From an optimization exercise on the open Yosys and OpenROAD flow, aimed at small area, a short achievable clock period and few clock cycles per item; shortcuts taken in it are not production practice.
RTL that was checked went through simulation tests only; none was proved equivalent to the original.

== trial 27 ==
Design sqrt_binary_search, start of the top module:
module sqrt_binary_search (
    input  logic        clk,
    input  logic        rst,         
    input  logic        valid_in,
    input  logic [15:0] x,           
    output logic [15:0] x_sqrt,      
    output logic        valid_out
);
Size: about 520 cells after synthesis, about 18 flip-flops, about 3900 um^2 of cells after synthesis.
==> module sqrt_binary_search, before the edit <==
module sqrt_binary_search (
    input  logic        clk,
    input  logic        rst,         
    input  logic        valid_in,
    input  logic [15:0] x,           
    output logic [15:0] x_sqrt,      
    output logic        valid_out
);
    wire [2:0] s_a0 = {1'b0, x[15:14]};
    wire [3:0] s_d0 = {1'b0, s_a0} - {2'b00, 2'b01};
    wire s_g0 = ~s_d0[3];
    wire [0:0] s_q1 = s_g0;
    wire [1:0] s_r1 = s_g0 ? s_d0[1:0] : s_a0[1:0];
    wire [3:0] s_a1 = {s_r1, x[13:12]};
    wire [4:0] s_d1 = {1'b0, s_a1} - {2'b00, {s_q1, 2'b01}};
    wire s_g1 = ~s_d1[4];
    wire [1:0] s_q2 = {s_q1, s_g1};
    wire [2:0] s_r2 = s_g1 ? s_d1[2:0] : s_a1[2:0];
    wire [4:0] s_a2 = {s_r2, x[11:10]};
    wire [5:0] s_d2 = {1'b0, s_a2} - {2'b00, {s_q2, 2'b01}};
    wire s_g2 = ~s_d2[5];
    wire [2:0] s_q3 = {s_q2, s_g2};
    wire [3:0] s_r3 = s_g2 ? s_d2[3:0] : s_a2[3:0];
    wire [5:0] s_a3 = {s_r3, x[9:8]};
    wire [6:0] s_d3 = {1'b0, s_a3} - {2'b00, {s_q3, 2'b01}};
    wire s_g3 = ~s_d3[6];
    wire [3:0] s_q4 = {s_q3, s_g3};
    wire [4:0] s_r4 = s_g3 ? s_d3[4:0] : s_a3[4:0];
    wire [6:0] s_a4 = {s_r4, x[7:6]};
    wire [7:0] s_d4 = {1'b0, s_a4} - {2'b00, {s_q4, 2'b01}};
    wire s_g4 = ~s_d4[7];
    wire [4:0] s_q5 = {s_q4, s_g4};
    wire [5:0] s_r5 = s_g4 ? s_d4[5:0] : s_a4[5:0];
    wire [7:0] s_a5 = {s_r5, x[5:4]};
    wire [8:0] s_d5 = {1'b0, s_a5} - {2'b00, {s_q5, 2'b01}};
    wire s_g5 = ~s_d5[8];
    wire [5:0] s_q6 = {s_q5, s_g5};
    wire [6:0] s_r6 = s_g5 ? s_d5[6:0] : s_a5[6:0];
    wire [8:0] s_a6 = {s_r6, x[3:2]};
    wire [9:0] s_d6 = {1'b0, s_a6} - {2'b00, {s_q6, 2'b01}};
    wire s_g6 = ~s_d6[9];
    wire [6:0] s_q7 = {s_q6, s_g6};
    wire [7:0] s_r7 = s_g6 ? s_d6[7:0] : s_a6[7:0];
    logic [6:0] q_r;
    logic [7:0] r_r;
    logic [1:0] x_r;
    logic v_r;
    always_ff @(posedge clk) begin
        if (rst) v_r <= 1'b0;
        else     v_r <= valid_in;
        q_r <= s_q7;
        r_r <= s_r7;
        x_r <= x[1:0];
    end
    wire [9:0] t_a7 = {r_r, x_r[1:0]};
    wire [10:0] t_d7 = {1'b0, t_a7} - {2'b00, {q_r, 2'b01}};
    wire t_g7 = ~t_d7[10];
    wire [7:0] t_q8 = {q_r, t_g7};
    wire [8:0] t_r8 = t_g7 ? t_d7[8:0] : t_a7[8:0];
    wire [10:0] t_a8 = {t_r8, 2'b00};
    wire [11:0] t_d8 = {1'b0, t_a8} - {2'b00, {t_q8, 2'b01}};
    wire t_g8 = ~t_d8[11];
    wire [8:0] t_q9 = {t_q8, t_g8};
    wire [9:0] t_r9 = t_g8 ? t_d8[9:0] : t_a8[9:0];
    wire [11:0] t_a9 = {t_r9, 2'b00};
    wire [12:0] t_d9 = {1'b0, t_a9} - {2'b00, {t_q9, 2'b01}};
    wire t_g9 = ~t_d9[12];
    wire [9:0] t_q10 = {t_q9, t_g9};
    wire [10:0] t_r10 = t_g9 ? t_d9[10:0] : t_a9[10:0];
    wire [12:0] t_a10 = {t_r10, 2'b00};
    wire [13:0] t_d10 = {1'b0, t_a10} - {2'b00, {t_q10, 2'b01}};
    wire t_g10 = ~t_d10[13];
    wire [10:0] t_q11 = {t_q10, t_g10};
    wire [11:0] t_r11 = t_g10 ? t_d10[11:0] : t_a10[11:0];
    wire [13:0] t_a11 = {t_r11, 2'b00};
    wire [14:0] t_d11 = {1'b0, t_a11} - {2'b00, {t_q11, 2'b01}};
    wire t_g11 = ~t_d11[14];
    wire [11:0] t_q12 = {t_q11, t_g11};
    assign x_sqrt    = {4'd0, t_q12};
    assign valid_out = v_r;
endmodule
export LEC_CHECK = 0
export CAP_MARGIN = 20
export CORE_MARGIN = 2
export CORE_UTILIZATION = 40
export SLEW_MARGIN = 20
create_clock -name core_clock -period 11.0 [get_ports {clk}]
run.sh (not shown) runs the stock make flow with config.mk's settings and CLKGATE_MAP_FILE= SYNTH_SCRIPT=/design/flow/synth_recipe.tcl, a recipe that flattens the netlist after the stock synthesis.
Setup changes, trial 27 to trial 21
diff --git a/flow/design.v b/flow/design.v
--- a/flow/design.v
+++ b/flow/design.v
@@ -34,30 +34,30 @@
     wire [7:0] s_a5 = {s_r5, x[5:4]};
     wire [8:0] s_d5 = {1'b0, s_a5} - {2'b00, {s_q5, 2'b01}};
     wire s_g5 = ~s_d5[8];
     wire [5:0] s_q6 = {s_q5, s_g5};
     wire [6:0] s_r6 = s_g5 ? s_d5[6:0] : s_a5[6:0];
-    wire [8:0] s_a6 = {s_r6, x[3:2]};
-    wire [9:0] s_d6 = {1'b0, s_a6} - {2'b00, {s_q6, 2'b01}};
-    wire s_g6 = ~s_d6[9];
-    wire [6:0] s_q7 = {s_q6, s_g6};
-    wire [7:0] s_r7 = s_g6 ? s_d6[7:0] : s_a6[7:0];
-    logic [6:0] q_r;
-    logic [7:0] r_r;
-    logic [1:0] x_r;
+    logic [5:0] q_r;
+    logic [6:0] r_r;
+    logic [3:0] x_r;
     logic v_r;
     always_ff @(posedge clk) begin
         if (rst) v_r <= 1'b0;
         else     v_r <= valid_in;
-        q_r <= s_q7;
-        r_r <= s_r7;
-        x_r <= x[1:0];
+        q_r <= s_q6;
+        r_r <= s_r6;
+        x_r <= x[3:0];
     end
-    wire [9:0] t_a7 = {r_r, x_r[1:0]};
-    wire [10:0] t_d7 = {1'b0, t_a7} - {2'b00, {q_r, 2'b01}};
+    wire [8:0] t_a6 = {r_r, x_r[3:2]};
+    wire [9:0] t_d6 = {1'b0, t_a6} - {2'b00, {q_r, 2'b01}};
+    wire t_g6 = ~t_d6[9];
+    wire [6:0] t_q7 = {q_r, t_g6};
+    wire [7:0] t_r7 = t_g6 ? t_d6[7:0] : t_a6[7:0];
+    wire [9:0] t_a7 = {t_r7, x_r[1:0]};
+    wire [10:0] t_d7 = {1'b0, t_a7} - {2'b00, {t_q7, 2'b01}};
     wire t_g7 = ~t_d7[10];
-    wire [7:0] t_q8 = {q_r, t_g7};
+    wire [7:0] t_q8 = {t_q7, t_g7};
     wire [8:0] t_r8 = t_g7 ? t_d7[8:0] : t_a7[8:0];
     wire [10:0] t_a8 = {t_r8, 2'b00};
     wire [11:0] t_d8 = {1'b0, t_a8} - {2'b00, {t_q8, 2'b01}};
     wire t_g8 = ~t_d8[11];
     wire [8:0] t_q9 = {t_q8, t_g8};
### Flow results
Going from trial 27 to trial 21, minimum setup slack after placement down 0.80 ns; number of different library cells in the post-synthesis netlist up 11%; detail-routed via count per cell down 0.35%; final critical-path share of the clock period up 11 points. Trial 21 ran in full, but the layout does not pass; the checks complain about setup timing. Summary of trial 21 over trial 27: area of the core picked up an extra 5.7%. Compared with trial 27, trial 21 shows a area after synthesis that is about 6% higher. Run comparison: trial 21 most common cell after layout, fill and taps aside sky130_fd_sc_hd__buf_4; trial 27 most common cell after layout, fill and taps aside sky130_fd_sc_hd__ha_1.
Testbench counts of trial 21, summed over its fixed seeds: cycles 262,148, items 262,144.
Only the layout flow was run in trial 27; the RTL was not checked for function there.

v33:
Another version of the RTL of sqrt_binary_search (not shown whole).
For scale: about 18 flip-flops, ~36 I/O pins, about 3800 sq um of cells after synthesis.
export LEC_CHECK = 0
export ABC_AREA = 1
export CAP_MARGIN = 20
export CORE_MARGIN = 2
export CORE_UTILIZATION = 40
export PLACE_DENSITY = 0.85
export SETUP_SLACK_MARGIN = 3.5
export SLEW_MARGIN = 20
export TNS_END_PERCENT = 10
create_clock -name core_clock -period 11.0 [get_ports {clk}]
standard.sh (not shown) runs the stock make flow with config.mk's settings and CLKGATE_MAP_FILE= SYNTH_SCRIPT=/design/flow/synth_recipe.tcl, a recipe that flattens the netlist after the stock synthesis.
==> flow/flow/run.sh <==
#!/bin/bash
# The standard layout (standard.sh), with these changes:
#  - synthesis: no adder-cell mapping (ADDER_MAP_FILE empty), so ABC maps the
#    adders from plain gates instead of the slow ha/fa cells, and the final ABC
#    mapping uses flow/abc_iter.script (see flow/synth_iter.tcl);
#  - buf_2 cells as the port buffers (buffer_ports otherwise picks the slow
#    clkdlybuf4s50_1);
#  - setup repair only resizes cells (SETUP_MOVE_SEQUENCE=sizeup).
set -e
here=$(pwd)
export ADDER_MAP_FILE=
export BUFFER_PORTS_ARGS="-buffer_cell sky130_fd_sc_hd__buf_2"
export SETUP_MOVE_SEQUENCE=sizeup
bash standard.sh SYNTH_SCRIPT=$here/flow/synth_iter.tcl finish > standard.log 2>&1
==> flow/flow/abc_iter.script <==
strash
dch
map -B 0.9
strash
dch
map -B 0.9
strash
dch
map -B 0.9
strash
dch
map -B 0.9
strash
dch
map -B 0.9
strash
dch
map -B 0.9
topo
stime -c
buffer -c
upsize -c
dnsize -c
==> flow/flow/synth_iter.tcl <==
# The standard flow's synthesis (synth_recipe.tcl, which sources ORFS's synth.tcl) with one
# change: the final technology mapping runs ABC with abc_iter.script, which
# repeats ORFS's area script's strash/dch/map round 8 times before sizing.
# Everything before it (synth -nofsm -noshare, flip-flop mapping) and after it
# (flatten, renames) is the standard flow's own, so the registers are the standard ones.
set ::abc_iter_script [file normalize [file join [file dirname [info script]] abc_iter.script]]
set ::synth_recipe_tcl [file normalize [file join [file dirname [info script]] .. synth_recipe.tcl]]
proc abc {args} {
  set i [lsearch -exact $args -script]
  if {$i >= 0} { lset args [expr {$i + 1}] $::abc_iter_script }
  puts "abc: mapping with $::abc_iter_script"
  yosys abc {*}$args
}
source $::synth_recipe_tcl
The inputs of v1 differ from those of v33 as listed below.
--- a/flow/design.v
+++ b/flow/design.v
@@ -1,12 +1,11 @@
 module sqrt_head (
     input  logic [15:0] x,
-    output logic       s,          
-    output logic [6:0] o,      
+    output logic [7:0] q,      
     output logic [9:0] r       
 );
     wire [2:0] a0 = {1'b0, x[15:14]};
     wire [2:0] o0 = 3'b111;   
     wire [2:0] g0_0 = a0 & o0;
     wire [2:0] p0_0 = a0 | o0;
     wire [2:0] g0_1, p0_1;
     assign g0_1[0] = g0_0[0];
@@ -407,29 +406,26 @@
     assign g7_4[7] = g7_3[7];
     assign p7_4[7] = p7_3[7];
     assign g7_4[8] = g7_3[8] | (p7_3[8] & g7_3[7]);
     assign p7_4[8] = p7_3[8] & p7_3[7];
     assign g7_4[9] = g7_3[9] | (p7_3[9] & g7_3[7]);
     assign p7_4[9] = p7_3[9] & p7_3[7];
     wire [9:0] r8 = a7 ^ o7 ^ {g7_4[8:0], 1'b0};
     wire [7:0] q8 = {q7, ~r8[9]};
-    assign s = q8[0];
-    assign o = q8[7:1] ^ {7{q8[0]}};
+    assign q = q8;
     assign r = r8;
 endmodule
 module sqrt_tail (
-    input  logic       s,
-    input  logic [6:0] o,
+    input  logic [7:0] q,
     input  logic [9:0] r,
     output logic [11:0] root
 );
-    wire [7:0] q = {o ^ {7{s}}, s};
     wire [10:0] a8 = {r[8:0], 2'b00};
-    wire [10:0] o8 = {s, o, 1'b0, 2'b11};
+    wire [10:0] o8 = {q[0], q ^ {8{q[0]}}, 2'b11};
     wire [10:0] g8_0 = a8 & o8;
     wire [10:0] p8_0 = a8 | o8;
     wire [10:0] g8_1, p8_1;
     assign g8_1[0] = g8_0[0];
     assign p8_1[0] = p8_0[0];
     assign g8_1[1] = g8_0[1] | (p8_0[1] & g8_0[0]);
     assign p8_1[1] = p8_0[1] & p8_0[0];
     assign g8_1[2] = g8_0[2];
@@ -868,25 +864,23 @@
 module sqrt_binary_search (
     input  logic        clk,
     input  logic        rst,         
     input  logic        valid_in,
     input  logic [15:0] x,           
     output logic [15:0] x_sqrt,      
     output logic        valid_out
 );
-    logic        s_d, s_r;
-    logic [6:0] o_d, o_r;
+    logic [7:0] q_d, q_r;
     logic [9:0] r_d, r_r;
     logic        v_r;
     logic [11:0] root;
-    sqrt_head head (.x(x), .s(s_d), .o(o_d), .r(r_d));
+    sqrt_head head (.x(x), .q(q_d), .r(r_d));
     always_ff @(posedge clk) begin
         if (rst) v_r <= 1'b0;
         else     v_r <= valid_in;
-        s_r <= s_d;
-        o_r <= o_d;
+        q_r <= q_d;
         r_r <= r_d;
     end
-    sqrt_tail tail (.s(s_r), .o(o_r), .r(r_r), .root(root));
+    sqrt_tail tail (.q(q_r), .r(r_r), .root(root));
     assign x_sqrt    = {4'd0, root};
     assign valid_out = v_r;
 endmodule
### Flow results
Of v1 and v33, the run reporting the lower post-layout minimum cycle time was v33.
Looking at worst setup margin, v1 sits 0.12 ns below v33.
Against v33 as the reference, v1 delivers a lower area after synthesis.
Testbench counts of v1, summed over its fixed seeds: cycles 262,148, items 262,144.
The RTL of v33 was laid out without a check of its function.

## re-timing with driven ports
In the flow no input, the clock included, has a driving cell. The finished layouts below were timed again as built, in two steps.
Step 1: set_driving_cell puts a clkbuf_16 on clk and a buf_2 on each other input, an assumption about the parent block.
Step 2 moves the port delays by t, midway between the first and last clock arrival at a register: inputs arrive t later, outputs are due t later. That takes back most of the time a late clock gives input paths.
a / b / c = ideal / step 1 / step 2; a / b = the first two.
| run | shift t [ns] | slack for setup (ns) | hold WS [ns] |
|---|---|---|---|
| trial 27 | 0.285 | 0.558 / 0.529 / 0.382 | 2.384 / 2.386 / 2.671 |
| trial 21 | 0.308 | -0.654 / -0.682 / -0.374 | 2.354 / 2.349 / 2.657 |
| v33 | 0.277 | 4.176 / 4.151 / 4.427 | 2.091 / 2.086 / 2.362 |
| v1 | 0.272 | 4.059 / 4.033 / 4.305 | 2.101 / 2.095 / 2.367 |
For trial 27, which loses most, drivers alone change the setup slack by -0.029 ns; drivers and shift together by -0.176 ns.
